This design comes from an exercise in tuning for a short achievable clock period, few clock cycles per item and low power on the open sky130 flow, not from production work.
Only simulation tests tie the RTL to the original design; equivalence was not proved.

==> flow/design.v (excerpt) <==
module PID_controller #(
    parameter W = 16,
    parameter signed MAX_VAL = 32767,
    parameter signed MIN_VAL = -32768
)(
    input logic clk,
    input logic reset_n,
    input  logic signed [W-1:0] s_axi_tdata,
    input  logic s_axi_tvalid,
    output logic s_axi_tready,
    input  logic signed [W-1:0] Kp, Ki, Kd,
    input  logic signed [W-1:0] setpoint,
    output logic [W-1:0] m_axi_tdata,
    output logic m_axi_tvalid,
    input  logic m_axi_tready
);
For scale: ~490 flip-flops, ~100 I/O pins, about 40000 um2 of cells after synthesis.
clock: 7.5 ns
lec_check: 0
cap_margin: 20
core_margin: 2
core_utilization: 40
cts_cluster_diameter: 80
cts_cluster_size: 30
setup_slack_margin: 3.7
slew_margin: 20
synth_hierarchical: 1
synth_minimum_keep_size: 0
run.sh (not shown) runs the stock make flow with config.mk's settings and CLKGATE_MAP_FILE= SYNTH_SCRIPT=/design/flow/synth_recipe.tcl, a recipe that flattens the netlist after the stock synthesis.
The first run finished clean.
Testbench counts at the start, summed over its fixed seeds: cycles 2,432, items 2,400.
Then changed:
--- a/flow/config.mk
+++ b/flow/config.mk
@@ -10,3 +10,4 @@
-export CORE_UTILIZATION = 40
-export CTS_CLUSTER_DIAMETER = 80
-export CTS_CLUSTER_SIZE = 30
+export CORE_UTILIZATION = 55
+export CTS_CLUSTER_DIAMETER = 70
+export CTS_CLUSTER_SIZE = 25
+export PLACE_DENSITY = 0.75
What happened: Non-clock buffer count is lower by 12; critical path depth is higher by 1; die area is lower by a quarter to a third; routed wire length is lower by a few percent; flip-flop and latch count is unchanged; fmax is lower slightly; cell count is lower by a little under a tenth; register-to-register slack gets worse by 0.04 ns; utilization is higher by 16 points.
Then changed:
--- a/flow/config.mk
+++ b/flow/config.mk
@@ -10,3 +10,3 @@
-export CORE_UTILIZATION = 55
-export CTS_CLUSTER_DIAMETER = 70
-export CTS_CLUSTER_SIZE = 25
+export CORE_UTILIZATION = 40
+export CTS_CLUSTER_DIAMETER = 60
+export CTS_CLUSTER_SIZE = 20
=> Non-clock buffer count goes up by 10; synthesized area stays the same; count of clock-buffer cells in the layout goes up by 9; die area goes up by well over a third.
Then changed:
--- a/flow/config.mk
+++ b/flow/config.mk
@@ -11,3 +10,0 @@
-export CTS_CLUSTER_DIAMETER = 60
-export CTS_CLUSTER_SIZE = 20
-export PLACE_DENSITY = 0.75
What happened: The new run completed without violations. Count of clock-buffer cells in the layout went up by 21. Via count falls by a few percent. Final cell count rises slightly.

* * *

red:
PID_controller, a different RTL version from the one above (not shown whole).
Size: roughly 3800 cells after synthesis, about 100 I/O pins, roughly 45000 um2 of cells after synthesis.
make LEC_CHECK=0 CAP_MARGIN=20 CORE_MARGIN=2 CORE_UTILIZATION=55 CTS_CLUSTER_DIAMETER=70 CTS_CLUSTER_SIZE=30 PLACE_DENSITY=0.75 SETUP_SLACK_MARGIN=4.0 SLEW_MARGIN=20 SYNTH_HIERARCHICAL=1 SYNTH_MINIMUM_KEEP_SIZE=0 finish   # period 7.5 ns
Testbench counts of red, summed over its fixed seeds: cycles 2,440, items 2,400.
Relative to red, the following input files were edited for blue:
--- a/flow/config.mk
+++ b/flow/config.mk
@@ -12 +12 @@
-export CTS_CLUSTER_SIZE = 30
+export CTS_CLUSTER_SIZE = 25
==> run summary <==
Met2 capacity usage during global routing: blue vs red — no meaningful difference. Summary of blue over red: tap cell instance count barely changed, share of final-layout standard cells stronger than drive strength 1 climbed 0.25 points. The sequential portion of the cell area of blue and that of red are within noise of each other. blue has more setup slack than red.

* * *

PID_controller with an RTL version that a note above also has.
For scale: about 490 flip-flops, ~100 I/O pins, roughly 40,000 um2 of cells after synthesis.
==> flow/config.mk <==
export PLATFORM = sky130hd
export DESIGN_NAME = PID_controller
export DESIGN_NICKNAME = PID_controller
export VERILOG_FILES = /design/flow/design.v
export SDC_FILE = /design/flow/constraint.sdc
export NUM_CORES = 4
export LEC_CHECK = 0
export CAP_MARGIN = 20
export CORE_MARGIN = 2
export CORE_UTILIZATION = 40
export CTS_CLUSTER_DIAMETER = 60
export CTS_CLUSTER_SIZE = 20
export SETUP_SLACK_MARGIN = 4.0
export SLEW_MARGIN = 20
export SYNTH_HIERARCHICAL = 1
export SYNTH_MINIMUM_KEEP_SIZE = 0
==> flow/constraint.sdc <==
create_clock -name core_clock -period 7.5 [get_ports {clk}]
set_input_delay 1.5000 -clock core_clock [delete_from_list [all_inputs] [get_ports {clk}]]
set_output_delay 1.5000 -clock core_clock [all_outputs]
set_load 0.01 [all_outputs]
The baseline produced a clean layout.
Testbench counts at the start, summed over its fixed seeds: cycles 2,432, items 2,400.
Edit:
- CTS_CLUSTER_DIAMETER: 60 -> 70
- CTS_CLUSTER_SIZE: 20 -> 25
- SETUP_SLACK_MARGIN: 4.0 -> 3.7
Outcome: Count of clock-buffer cells in the layout went down by 10. Design area went down by a few percent. Routed wire length went down by a few percent. Worst hold slack barely changes. Via count went down slightly.

-- afterwards: timing with drivers on the ports --
Ports are ideal in the flow. The routed layouts listed here were re-timed in OpenROAD.
Step 1 sets driving cells, clkbuf_16 on the clock port and buf_2 on the other inputs (assumed; they add their load-dependent delay and slew).
Step 2 adds t to the input delays and takes it off the output delays; t is the mean of the earliest and latest rising clock arrival at the registers after step 1. Input paths then give back, and output paths get back, about the clock's delay inside the block.
Slacks: no drivers / after step 1 / after step 2; pairs: no drivers / after step 1.
| run | t, ns | setup slack, ns | pins driven straight from the clock port |
|---|---|---|---|
| the first run of note 1 | 0.668 | 3.719 / 3.733 / 3.101 | 1 |
| the second run of note 1 | 0.639 | 3.690 / 3.690 / 3.182 | 1 |
| the third run of note 1 | 0.678 | 3.606 / 3.606 / 3.039 | 1 |
| the fourth run of note 1 | 0.721 | 3.687 / 3.724 / 3.013 | 1 |
| red | 0.669 | 4.062 / 4.088 / 3.435 | 1 |
| blue | 0.668 | 4.080 / 4.080 / 3.462 | 1 |
| the first run of note 3 | 0.702 | 3.695 / 3.695 / 3.418 | 1 |
| the second run of note 3 | 0.672 | 3.671 / 3.671 / 3.099 | 1 |
After both steps setup and hold are still met in every run listed. The setup slack of the fourth run of note 1, which loses most, moves by +0.037 ns with the drivers and by -0.674 ns with both steps.
